Source: an optimization exercise on an open RTL-to-GDS flow (aim: small area and a short achievable clock period). Production flows keep margins and buffers that such runs may drop.
In this exercise RTL edits were held to simulation tests only and were not proved equivalent to the original.
Power figures rest on the tool's default switching activity, not on a simulated workload.

==> design/flow/design.v <==
module PE
#(parameter DATA_WIDTH=8)
(
    clk,
    rst_n,
    en_din,
    en_win,
    data_in,
    weights_in,
    data_out,
    ready
);
input clk,rst_n;
input en_din,en_win;
input [DATA_WIDTH-1:0] data_in,weights_in;
output [2*DATA_WIDTH-1:0] data_out;   
output ready;  
wire en;
assign en = en_din & en_win;
reg [4:0] cnt;
always@(posedge clk or negedge rst_n)
begin
    if(!rst_n)
        cnt <= 'd0;
    else if(en)
    begin
        if(cnt == 27)  
            cnt <= 'd0;
        else 
            cnt <= cnt + 1'b1;
    end
    else
        cnt <= 'd0;
end
reg [2*DATA_WIDTH-1:0] sum;
always@(posedge clk or negedge rst_n)
begin
    if(!rst_n)
        sum <= 'd0;
    else if(en)
        begin
            if(cnt == 27)  
                sum <= 'd0; 
            else
                sum <= data_in * weights_in + sum;
        end
end
reg ready;
reg [2*DATA_WIDTH-1:0] data_out;
always@(posedge clk or negedge rst_n)
begin
    if(!rst_n)
    begin
        ready <= 1'b0;
        data_out <= 'd0;
    end
    else if(cnt == 27)
    begin
        ready <= 1'b1;
        data_out <= sum;
    end
    else
        ready <= 1'b0;        
end
endmodule
module input_bus
#(parameter BUS_WIDTH=8)  
(
    clk,
    rst_n,
    data,
    en,              
    data_l0,
    data_l1,
    data_l2,
    en_l0,
    en_l1,
    en_l2
);
input clk,rst_n; 
input en;                            
input [BUS_WIDTH-1:0] data;          
output en_l0,en_l1,en_l2;                            
output [BUS_WIDTH-1:0] data_l0,data_l1,data_l2;      
reg en_l0,en_l1,en_l2;
reg [BUS_WIDTH-1:0] data_l0,data_l1,data_l2;
always@(posedge clk or negedge rst_n)
begin
    if(!rst_n)
    begin
        en_l0 <= 1'b0;
        en_l1 <= 1'b0;
        en_l2 <= 1'b0;
        data_l0 <= 'd0;
        data_l1 <= 'd0;
        data_l2 <= 'd0;
    end
    else
    begin
        en_l0 <= en;
        en_l1 <= en_l0;
        en_l2 <= en_l1;
        data_l0 <= data;
        data_l1 <= data_l0;
        data_l2 <= data_l1;
    end
end
endmodule
module obuffer
#(
parameter DATA_WIDTH=8,  
parameter MEM_DATA_WIDTH=9,    
parameter MEM_ADDR_WIDTH=4    
)  
(
    clk,
    rst_n,
    p0_ready,
    p1_ready,
    p2_ready,
    p0_din,
    p1_din,
    p2_din,
    empty,
    full,
    rd_en,
    data_rdout,
    errout
);
input clk,rst_n;
input p0_ready,p1_ready,p2_ready;
input [2*DATA_WIDTH-1:0] p0_din,p1_din,p2_din;
input rd_en;
output empty,full;
output [2*DATA_WIDTH-1:0] data_rdout;
output errout;  
reg [2*DATA_WIDTH-1:0] mem[MEM_DATA_WIDTH-1:0];
reg [MEM_ADDR_WIDTH:0] wr_ptr, rd_ptr;
wire [MEM_ADDR_WIDTH-1:0] wr_addr,rd_addr;
assign wr_addr[MEM_ADDR_WIDTH-1:0] = wr_ptr[MEM_ADDR_WIDTH-1:0];
assign rd_addr[MEM_ADDR_WIDTH-1:0] = rd_ptr[MEM_ADDR_WIDTH-1:0];
always@(posedge clk or negedge rst_n)
begin
    if(!rst_n)
        wr_ptr <= 'd0;
    else if(!full & (p0_ready | p1_ready | p2_ready))
    begin
        if(wr_ptr[MEM_ADDR_WIDTH-1:0] == MEM_DATA_WIDTH-1)
            wr_ptr <= {~wr_ptr[MEM_ADDR_WIDTH],4'b0000};
        else 
            wr_ptr <= wr_ptr + 1'b1;
    end
end
always@(posedge clk or negedge rst_n)
begin
    if(!rst_n)
        rd_ptr <= 'd0;
    else if(!empty & rd_en)
    begin
        if(rd_ptr[MEM_ADDR_WIDTH-1:0] == MEM_DATA_WIDTH-1)
            rd_ptr <= {~rd_ptr[MEM_ADDR_WIDTH],4'b0000};
        else 
            rd_ptr <= rd_ptr + 1'b1;
    end
end
reg errout;
always@(posedge clk or negedge rst_n)
begin
    if(!rst_n)
        errout <= 1'b0;
    else if(!full & (p0_ready | p1_ready | p2_ready))
    begin
        case({p0_ready,p1_ready,p2_ready})
        3'b000:
            mem[wr_addr] <= mem[wr_addr];
        3'b100:
            mem[wr_addr] <= p0_din;
        3'b010:
            mem[wr_addr] <= p1_din;
        3'b001:
            mem[wr_addr] <= p2_din;
        default:
            errout <= 1'b1;
        endcase
    end
end
reg [2*DATA_WIDTH-1:0] data_rdout;
always@(posedge clk or negedge rst_n)
begin
    if(!rst_n)
        data_rdout <= 'd0;
    else if(!empty & rd_en)
        data_rdout <= mem[rd_addr];
end
assign full = (wr_ptr=={~rd_ptr[MEM_ADDR_WIDTH],rd_ptr[MEM_ADDR_WIDTH-1:0]});
assign empty = (wr_ptr==rd_ptr);
endmodule
module top(
    clk,
    rst_n,
    ifm0,
    ifm1,
    ifm2,
    ifm0_en,
    ifm1_en,
    ifm2_en,
    w0,
    w1,
    w2,
    w0_en,
    w1_en,
    w2_en,
    obf0_rd_en,
    obf1_rd_en,
    obf2_rd_en,
    obf0_empty,
    obf1_empty,
    obf2_empty,
    obf0_full,
    obf1_full,
    obf2_full,
    obf0_err,
    obf1_err,
    obf2_err,
    obf0_out,
    obf1_out,
    obf2_out
);
parameter DATA_WIDTH=8;
input clk,rst_n;
input ifm0_en,ifm1_en,ifm2_en;
input w0_en,w1_en,w2_en;
input [DATA_WIDTH-1:0] ifm0,ifm1,ifm2;
input [DATA_WIDTH-1:0] w0,w1,w2;
input obf0_rd_en,obf1_rd_en,obf2_rd_en;
output obf0_empty,obf1_empty,obf2_empty;
output obf0_full,obf1_full,obf2_full;
output obf0_err,obf1_err,obf2_err;
output [2*DATA_WIDTH-1:0] obf0_out,obf1_out,obf2_out;
wire [DATA_WIDTH-1:0] ifm0_l0,ifm0_l1,ifm0_l2;
wire ifm0_en0,ifm0_en1,ifm0_en2;
input_bus ifm_bus0(
    .clk(clk),
    .rst_n(rst_n),
    .data(ifm0),
    .en(ifm0_en),             
    .data_l0(ifm0_l0),
    .data_l1(ifm0_l1),
    .data_l2(ifm0_l2),
    .en_l0(ifm0_en0),
    .en_l1(ifm0_en1),
    .en_l2(ifm0_en2)
);
wire [DATA_WIDTH-1:0] ifm1_l0,ifm1_l1,ifm1_l2;
wire ifm1_en0,ifm1_en1,ifm1_en2;
input_bus ifm_bus1(
    .clk(clk),
    .rst_n(rst_n),
    .data(ifm1),
    .en(ifm1_en),             
    .data_l0(ifm1_l0),
    .data_l1(ifm1_l1),
    .data_l2(ifm1_l2),
    .en_l0(ifm1_en0),
    .en_l1(ifm1_en1),
    .en_l2(ifm1_en2)
);
wire [DATA_WIDTH-1:0] ifm2_l0,ifm2_l1,ifm2_l2;
wire ifm2_en0,ifm2_en1,ifm2_en2;
input_bus ifm_bus2(
    .clk(clk),
    .rst_n(rst_n),
    .data(ifm2),
    .en(ifm2_en),             
    .data_l0(ifm2_l0),
    .data_l1(ifm2_l1),
    .data_l2(ifm2_l2),
    .en_l0(ifm2_en0),
    .en_l1(ifm2_en1),
    .en_l2(ifm2_en2)
);
wire [DATA_WIDTH-1:0] w0_l0,w0_l1,w0_l2;
wire w0_en0,w0_en1,w0_en2;
input_bus w_bus0(
    .clk(clk),
    .rst_n(rst_n),
    .data(w0),
    .en(w0_en),             
    .data_l0(w0_l0),
    .data_l1(w0_l1),
    .data_l2(w0_l2),
    .en_l0(w0_en0),
    .en_l1(w0_en1),
    .en_l2(w0_en2)
);
wire [DATA_WIDTH-1:0] w1_l0,w1_l1,w1_l2;
wire w1_en0,w1_en1,w1_en2;
input_bus w_bus1(
    .clk(clk),
    .rst_n(rst_n),
    .data(w1),
    .en(w1_en),             
    .data_l0(w1_l0),
    .data_l1(w1_l1),
    .data_l2(w1_l2),
    .en_l0(w1_en0),
    .en_l1(w1_en1),
    .en_l2(w1_en2)
);
wire [DATA_WIDTH-1:0] w2_l0,w2_l1,w2_l2;
wire w2_en0,w2_en1,w2_en2;
input_bus w_bus2(
    .clk(clk),
    .rst_n(rst_n),
    .data(w2),
    .en(w2_en),             
    .data_l0(w2_l0),
    .data_l1(w2_l1),
    .data_l2(w2_l2),
    .en_l0(w2_en0),
    .en_l1(w2_en1),
    .en_l2(w2_en2)
);
wire [2*DATA_WIDTH-1:0] pe00_out,pe01_out,pe02_out,pe10_out,pe11_out,pe12_out,pe20_out,pe21_out,pe22_out;
wire pe00_rdy,pe01_rdy,pe02_rdy,pe10_rdy,pe11_rdy,pe12_rdy,pe20_rdy,pe21_rdy,pe22_rdy;
PE pe00(
    .clk(clk),
    .rst_n(rst_n),
    .en_din(ifm0_en0),
    .en_win(w0_en0),
    .data_in(ifm0_l0),
    .weights_in(w0_l0),
    .data_out(pe00_out),
    .ready(pe00_rdy)
);
PE pe01(
    .clk(clk),
    .rst_n(rst_n),
    .en_din(ifm0_en1),
    .en_win(w1_en0),
    .data_in(ifm0_l1),
    .weights_in(w1_l0),
    .data_out(pe01_out),
    .ready(pe01_rdy)
);
PE pe02(
    .clk(clk),
    .rst_n(rst_n),
    .en_din(ifm0_en2),
    .en_win(w2_en0),
    .data_in(ifm0_l2),
    .weights_in(w2_l0),
    .data_out(pe02_out),
    .ready(pe02_rdy)
);
PE pe10(
    .clk(clk),
    .rst_n(rst_n),
    .en_din(ifm1_en0),
    .en_win(w0_en1),
    .data_in(ifm1_l0),
    .weights_in(w0_l1),
    .data_out(pe10_out),
    .ready(pe10_rdy)
);
PE pe11(
    .clk(clk),
    .rst_n(rst_n),
    .en_din(ifm1_en1),
    .en_win(w1_en1),
    .data_in(ifm1_l1),
    .weights_in(w1_l1),
    .data_out(pe11_out),
    .ready(pe11_rdy)
);
PE pe12(
    .clk(clk),
    .rst_n(rst_n),
    .en_din(ifm1_en2),
    .en_win(w2_en1),
    .data_in(ifm1_l2),
    .weights_in(w2_l1),
    .data_out(pe12_out),
    .ready(pe12_rdy)
);
PE pe20(
    .clk(clk),
    .rst_n(rst_n),
    .en_din(ifm2_en0),
    .en_win(w0_en2),
    .data_in(ifm2_l0),
    .weights_in(w0_l2),
    .data_out(pe20_out),
    .ready(pe20_rdy)
);
PE pe21(
    .clk(clk),
    .rst_n(rst_n),
    .en_din(ifm2_en1),
    .en_win(w1_en2),
    .data_in(ifm2_l1),
    .weights_in(w1_l2),
    .data_out(pe21_out),
    .ready(pe21_rdy)
);
PE pe22(
    .clk(clk),
    .rst_n(rst_n),
    .en_din(ifm2_en2),
    .en_win(w2_en2),
    .data_in(ifm2_l2),
    .weights_in(w2_l2),
    .data_out(pe22_out),
    .ready(pe22_rdy)
);
obuffer obf0(
    .clk(clk),
    .rst_n(rst_n),
    .p0_ready(pe00_rdy),
    .p1_ready(pe10_rdy),
    .p2_ready(pe20_rdy),
    .p0_din(pe00_out),
    .p1_din(pe10_out),
    .p2_din(pe20_out),
    .empty(obf0_empty),
    .full(obf0_full),
    .rd_en(obf0_rd_en),
    .data_rdout(obf0_out),
    .errout(obf0_err)
);
obuffer obf1(
    .clk(clk),
    .rst_n(rst_n),
    .p0_ready(pe01_rdy),
    .p1_ready(pe11_rdy),
    .p2_ready(pe21_rdy),
    .p0_din(pe01_out),
    .p1_din(pe11_out),
    .p2_din(pe21_out),
    .empty(obf1_empty),
    .full(obf1_full),
    .rd_en(obf1_rd_en),
    .data_rdout(obf1_out),
    .errout(obf1_err)
);
obuffer obf2(
    .clk(clk),
    .rst_n(rst_n),
    .p0_ready(pe02_rdy),
    .p1_ready(pe12_rdy),
    .p2_ready(pe22_rdy),
    .p0_din(pe02_out),
    .p1_din(pe12_out),
    .p2_din(pe22_out),
    .empty(obf2_empty),
    .full(obf2_full),
    .rd_en(obf2_rd_en),
    .data_rdout(obf2_out),
    .errout(obf2_err)
);
endmodule
==> design/flow/run.sh <==
#!/bin/bash
# synth_recipe.tcl (not shown) runs the flow's synth.tcl, then flattens the netlist and writes it again
# the make line also repeats each setting of config.mk as NAME=value (left out here)
make -C /OpenROAD-flow-scripts/flow DESIGN_CONFIG=/design/flow/config.mk WORK_HOME=/design/flow/orfs CLKGATE_MAP_FILE= SYNTH_SCRIPT=/design/flow/synth_recipe.tcl finish
==> design/flow/config.mk <==
export PLATFORM = sky130hd
export DESIGN_NAME = top
export DESIGN_NICKNAME = top
export VERILOG_FILES = /design/flow/design.v
export SDC_FILE = /design/flow/constraint.sdc
export NUM_CORES = 4
export LEC_CHECK = 0
export CAP_MARGIN = 20
export CORE_MARGIN = 2
export CORE_UTILIZATION = 40
export PLACE_DENSITY = 0.6
export SLEW_MARGIN = 20
==> design/flow/constraint.sdc <==
create_clock -name core_clock -period 5.0 [get_ports {clk}]
set_input_delay 1.0000 -clock core_clock [delete_from_list [all_inputs] [get_ports {clk}]]
set_output_delay 1.0000 -clock core_clock [all_outputs]
set_load 0.01 [all_outputs]
==> run notes <==
cell families (layout without fill, tap and decap cells):
logic type	count (synthesis)	after routing	share of synthesized area
AND/OR/NAND/NOR	1705	1705	0.1240
adder cells (fa/ha/maj)	798	798	0.2110
AO/OA/AOI/OAI	1201	1201	0.1336
flip-flops	1017	1017	0.4361
XOR/XNOR	115	115	0.01591
buffers and inverters	1186	1368	0.07120
other	0	5	0
multiplexers	48	48	0.008181
routing by layer:
layer  part of all wire  track usage  up-vias
li1                   -            -    20740
met1               0.44       0.2996    22950
met2               0.47       0.3466     1653
met3              0.067      0.02929      253
met4              0.027      0.06635        2
met5           0.000064            0        -
critical path: stages, from the launching register on:
cell,delay [ps]
dfrtp_1,630
nand2_1,150
fa_1,550
inv_1,50
fa_1,490
fa_1,490
inv_1,50
fa_1,470
inv_1,40
ha_1,370
a21o_1,230
a21o_1,170
a21o_1,180
a221o_1,380
a211o_1,300
o211ai_1,90
area by class of cell:
class / instances / area [um2]
clock buffer: 168 / 3308
tap: 2072 / 2592
multi-input combinational: 3867 / 31230
timing repair buffer: 233 / 2074
antenna: 5 / 12.51
clock inverter: 44 / 480.5
inverter: 923 / 3465
sequential: 1017 / 27610
fill: 14950 / 87060
layout by cell type, fill, tap and decap left out, types with 32 or more instances in the layout:
cell type / count
buf_4: 115
nand3_1: 59
clkbuf_16: 116
a21o_1: 60
inv_1: 921
a211oi_1: 46
xor2_1: 43
o31ai_1: 45
clkdlybuf4s50_1: 114
a31oi_1: 32
fa_1: 450
nor2_1: 200
a222oi_1: 108
and2_1: 328
a21oi_1: 161
and3_1: 35
xnor2_1: 72
o221ai_1: 36
nand2_1: 912
nor2b_1: 38
a221oi_1: 76
nor3_1: 38
edfxtp_1: 432
a22oi_1: 151
o21ai_0: 295
dfrtp_1: 585
ha_1: 340
power by group through the flow:
stage	registers [uW]	logic (uW)	clock network [uW]
2_1_floorplan	9800	13400	0
3_3_place_gp	10100	16600	0
3_5_place_dp	10100	16800	0
4_1_cts	9990	16900	8620
5_1_grt	10100	19600	8940
6_report	9980	16800	8430
worst paths after layout:
path                                                     from                        endpoint  slack (ps)  cells after the start
max in group asynchronous                               rst_n          w_bus2.en_l0$_DFF_PN0_        2840                      3
worst min-delay path                                    rst_n  obf0.data_rdout[6]$_DFFE_PN0P_         140                      1
worst max register to register  ifm_bus0.data_l0[7]$_DFF_PN0_        pe00.sum[14]$_DFFE_PN0P_         270                     15
min in group core_clock                w_bus0.en_l1$_DFF_PN0_          w_bus0.en_l2$_DFF_PN0_         410                      0
worst max-delay path            ifm_bus0.data_l0[7]$_DFF_PN0_        pe00.sum[14]$_DFFE_PN0P_         270                     15
worst min register to register         w_bus0.en_l1$_DFF_PN0_          w_bus0.en_l2$_DFF_PN0_         410                      0
through the flow:
step	cell area (um2)	power (uW)	setup WS, ps	cells
floorplan	63320	23240	622.7	6070
global placement	66960	26680	272.4	8111
finish	70770	35190	270.4	8329
global route	70770	38630	18.00	8327
CTS	70750	35540	236.8	8323
detailed placement	66960	26940	256.6	8111
==> results.sh <==
export IMPL_whs_ps=143.6
export IMPL_drc=0
export IMPL_ys_ff_latch=1017
export IMPL_die_area_um2=161500
export IMPL_grt_pass1_wl_um=271700
export IMPL_wl_per_cell_um=20.76
export IMPL_ys_types=80
export IMPL_yosysMostFrequentCell="inv_1"
export IMPL_synth_top_area_frac=0.2312
export IMPL_crit_required_ps=5660
export IMPL_die_w_um=401.9
export IMPL_combPwrFrac=0.477
export IMPL_power_density_nw_per_um2=497.2
export IMPL_synth_common_cells="inv_1, nand2_1, dfrtp_1, fa_1, edfxtp_1"
export IMPL_cts_hold_buf=0
export IMPL_min_period_over_period=0.9459
export IMPL_cts_path_max_buffers=3
export IMPL_max_slew_worst_pin_slew_ps=1060
export IMPL_post_cts_setup_buffer_count=0
export IMPL_status="finished clean"
export IMPL_cts_sinks=1017
export IMPL_endpoint_kind="flip-flop"
export IMPL_cts_tree="done"
export IMPL_die_y_um=401.9
export IMPL_synth_edf_count=432
export IMPL_antenna_found_initial=4
export IMPL_yosys_area_top_type="dfrtp_1"
export IMPL_synthArstFlopShare=0.5752
export IMPL_utilization=0.4484
export IMPL_skew_ps=63.16
export IMPL_cts_resized_gates=0
export IMPL_yosysSeqAreaShare=0.4361
export IMPL_synthTopCellsByArea="dfrtp_1, edfxtp_1, fa_1"
export IMPL_largest_registers="obf0.mem (144), obf1.mem (144), obf2.mem (144)"
export IMPL_ant_nets=0
export IMPL_viasPerCell=5.475
export IMPL_power_switching_uw=13720
export IMPL_rsz0062_at_grt="false"
export IMPL_synthFlopType="dfrtp_1"
export IMPL_hpwl_um=121800
export IMPL_htree_num_levels=3
export IMPL_clk_pin_slew_worst_paths_ps=60
export IMPL_internal_power_uw=21460
export IMPL_worst_path_max_fanout=9
export IMPL_io_pins=116
export IMPL_syn_area_um2=63320
export IMPL_wl_um=172900
export IMPL_clockRootBuffer="clkbuf_16"
export IMPL_grt_start_max_net_pins=144
export IMPL_maxSlewHeadroom=0.2929
export IMPL_clk_latency_ps=760
export IMPL_synthCells=6070
export IMPL_setup_worst_path_start_class="flip-flop"
export IMPL_peakVddDrop_v=0.0003511
export IMPL_cts_made_buffers=113
export IMPL_grt_ovfl_total=0
export IMPL_rows=146
export IMPL_synth_area_per_cell_um2=10.43
export IMPL_grt_pass1_vias=46430
export IMPL_crit_type="flip-flop to flip-flop"
export IMPL_grt_usage=0.2144
export IMPL_hp_class="primary input to asynchronous set/reset pin"
export IMPL_cap_viol_max_count=0
export IMPL_leakagePower_uw=0.03084
export IMPL_layout_drive_gt1_share=0.05902
export IMPL_max_freq_mhz=211.4
export IMPL_syn_num_nets=6927
export IMPL_area_delta_synth_final_pct=11.78
export IMPL_arrival_ps=5390
export IMPL_seq_power_share=0.284
export IMPL_switching_share=0.3900
export IMPL_fin_crit_ps=4730
export IMPL_finalSetupViolCount=0
export IMPL_core_area_um2=157800
export IMPL_yosysWarnings=4
export IMPL_drt_iter0_markers=4235
export IMPL_initial_core_util=0.4012
export IMPL_globalplace_congestion=0.8644
export IMPL_hold_viol=0
export IMPL_clkPwrFrac=0.240
export IMPL_vias=45610
export IMPL_dr_pass1_iters=9
export IMPL_fin_nets=7012
export IMPL_slew_violations=0
export IMPL_io_buffers=115
export IMPL_tns_ps=0

port drivers added, routing unchanged:
The flow's constraints put no driver on any port. The routed layout listed below was extracted and timed again, unchanged, in two steps.
Step 1 (the two cells are an assumption about what drives the block):
set clk [get_ports {clk}]
set_driving_cell -lib_cell sky130_fd_sc_hd__clkbuf_16 $clk
set_driving_cell -lib_cell sky130_fd_sc_hd__buf_2 [delete_from_list [all_inputs] $clk]
Step 2 also shifts input and output timing later by t, the mid clock arrival at the registers, as if the neighbouring blocks saw the same clock.
Three values: no drivers, after step 1, after step 2; two values: the first two.
shift t [ns]: 0.809
setup slack, ns: 0.270 / 0.270 / 0.270
cell pins on the clock port's net: 1
After both steps setup and hold are still met in this run. For this run, drivers alone change the setup slack by 0.000 ns; drivers and shift together by 0.000 ns.
